This is an optimization exercise on Yosys and OpenROAD, whose aim is small area and a short achievable clock period, not a production implementation. Power is estimated from default activity; no workload was simulated.

Design user_logic, start of the top module:
module user_logic
(
  Bus2IP_Clk,
  Bus2IP_Reset,
  Bus2IP_Data,
  Bus2IP_BE,
  Bus2IP_RdCE,
  Bus2IP_WrCE,
  IP2Bus_Data,
  IP2Bus_RdAck,
  IP2Bus_WrAck,
  IP2Bus_Error
);
parameter C_SLV_DWIDTH                   = 32;
parameter C_NUM_REG                      = 3;
input                                     Bus2IP_Clk;
input                                     Bus2IP_Reset;
input      [0 : C_SLV_DWIDTH-1]           Bus2IP_Data;
input      [0 : C_SLV_DWIDTH/8-1]         Bus2IP_BE;
input      [0 : C_NUM_REG-1]              Bus2IP_RdCE;
input      [0 : C_NUM_REG-1]              Bus2IP_WrCE;
output     [0 : C_SLV_DWIDTH-1]           IP2Bus_Data;
output                                    IP2Bus_RdAck;
output                                    IP2Bus_WrAck;
output                                    IP2Bus_Error;
  reg  [0:31] slv_reg0;
  reg  [0:31] slv_reg1;
  reg  [0:31] slv_reg2;
  reg         rst_d;
  integer     k;
  always @(posedge Bus2IP_Clk) begin
    if (Bus2IP_Reset) begin
      slv_reg0 <= 0;
      slv_reg1 <= 0;
    end else begin
      for (k = 0; k < 32; k = k + 1) begin
        if (Bus2IP_WrCE == 3'b100 && Bus2IP_BE[k/8]) slv_reg0[k] <= Bus2IP_Data[k];
        if (Bus2IP_WrCE == 3'b010 && Bus2IP_BE[k/8]) slv_reg1[k] <= Bus2IP_Data[k];
      end
    end
  end
  wire [31:0] a, b;
  genvar g;
  generate for (g = 0; g < 32; g = g + 1) begin : le
    assign a[g] = slv_reg0[31-g];
    assign b[g] = slv_reg1[31-g];
  end endgenerate
  wire neg0 = b[1];
  wire one0 = b[0] ^ 1'b0;
  wire two0 = (b[1] & ~b[0] & ~1'b0) | (~b[1] & b[0] & 1'b0);
  wire pp0_0 = one0 & a[0];
  wire nc0 = neg0 & ~(one0 & a[0]);
  wire pp0_1 = ((one0 & a[1]) | (two0 & a[0])) ^ neg0;
  ...
make LEC_CHECK=0 ABC_AREA=1 CAP_MARGIN=20 CORE_MARGIN=2 CORE_UTILIZATION=40 SETUP_SLACK_MARGIN=4 SLEW_MARGIN=20 SYNTH_HIERARCHICAL=1 SYNTH_MINIMUM_KEEP_SIZE=0 TNS_END_PERCENT=5 finish   # period 8.5 ns
run.sh (not shown) runs the stock make flow with config.mk's settings and CLKGATE_MAP_FILE= SYNTH_SCRIPT=/design/flow/synth_recipe.tcl, a recipe that flattens the netlist after the stock synthesis.
Change:
--- a/flow/design.v
+++ b/flow/design.v
@@ -1174,30 +1174,28 @@
   wire adP26_0 = adP26_24 & adP23_0;
   wire adg28_0 = adg28_28 | (adp28 & adg27_0);
   wire adP28_0 = adp28 & adP27_0;
   wire adg29_0 = adg29_28 | (adP29_28 & adg27_0);
   wire adP29_0 = adP29_28 & adP27_0;
   wire adg30_0 = adg30_28 | (adP30_28 & adg27_0);
   wire adP30_0 = adP30_28 & adP27_0;
   wire [31:0] psum = {(adp31 ^ adg30_0), (adp30 ^ adg29_0), (adp29 ^ adg28_0), (adp28 ^ adg27_0), (adp27 ^ adg26_0), (adp26 ^ adg25_0), (adp25 ^ adg24_0), (adp24 ^ adg23_0), (adp23 ^ adg22_0), (adp22 ^ adg21_0), (adp21 ^ adg20_0), (adp20 ^ adg19_0), (adp19 ^ adg18_0), (adp18 ^ adg17_0), (adp17 ^ adg16_0), (adp16 ^ adg15_0), (adp15 ^ adg14_0), (adp14 ^ adg13_0), (adp13 ^ adg12_0), (adp12 ^ adg11_0), (adp11 ^ adg10_0), (adp10 ^ adg9_0), (adp9 ^ adg8_0), (adp8 ^ adg7_0), (adp7 ^ adg6_0), (adp6 ^ adg5_0), (adp5 ^ adg4_0), (adp4 ^ adg3_0), (adp3 ^ adg2_0), (adp2 ^ adg1_0), (adp1 ^ adg0_0), (adp0)};
-  wire [31:0] pnext = psum;
-  reg r2z;
-  always @(posedge Bus2IP_Clk) r2z <= Bus2IP_Reset | rst_d;
+  wire [31:0] pnext = (Bus2IP_Reset | rst_d) ? 32'd0 : psum;
   always @(posedge Bus2IP_Clk) begin
     rst_d <= Bus2IP_Reset;
     for (k = 0; k < 32; k = k + 1)
       slv_reg2[k] <= pnext[31-k];
   end
   reg [0:31] rdata;
   always @(*) begin
     case (Bus2IP_RdCE)
       3'b100:  rdata = slv_reg0;
       3'b010:  rdata = slv_reg1;
-      3'b001:  rdata = r2z ? 32'd0 : slv_reg2;
+      3'b001:  rdata = slv_reg2;
       default: rdata = 32'd0;
     endcase
   end
   assign IP2Bus_Data  = rdata;
   assign IP2Bus_RdAck = |Bus2IP_RdCE;
   assign IP2Bus_WrAck = |Bus2IP_WrCE;
   assign IP2Bus_Error = 1'b0;
 endmodule
Fmax grows by about 0.6%. Via count hardly moves. Final area rises by 1.8%. Non-clock buffer count came out higher by 10. Global-route usage drops by 0.79 points. Power fell by 2.6%. Die area is higher by about 0.6%. Hold slack gets better by 80 ps. Area after synthesis is higher by about 0.6%.
Function was not checked in any run of this note: the RTL went through the layout flow alone.

## port drivers added, routing unchanged
The flow's constraints put no driver on any port. The routed layouts listed below were extracted and timed again, unchanged, in two steps. Step 1 assumes that a clkbuf_16 drives the clock port and a buf_2 every other input. Step 2 moves the port delays by t, midway between the first and last clock arrival at a register: inputs arrive t later, outputs are due t later. That takes back most of the time a late clock gives input paths. a / b / c = ideal ports / drivers / drivers and shift; a / b = the first two.
run | t, ns | slack for setup (ns) | latest minus earliest clock arrival (ns) | worst register clock-pin slew, ns
the first run | 0.507 | 3.959 / 3.941 / 3.941 | 0.015 / 0.014 | 0.08 / 0.08
the second run | 0.509 | 3.986 / 3.966 / 3.966 | 0.011 / 0.012 | 0.07 / 0.07
After both steps every run listed still meets setup and hold. For the second run, which loses most, drivers alone change the setup slack by -0.020 ns; drivers and shift together by -0.020 ns.
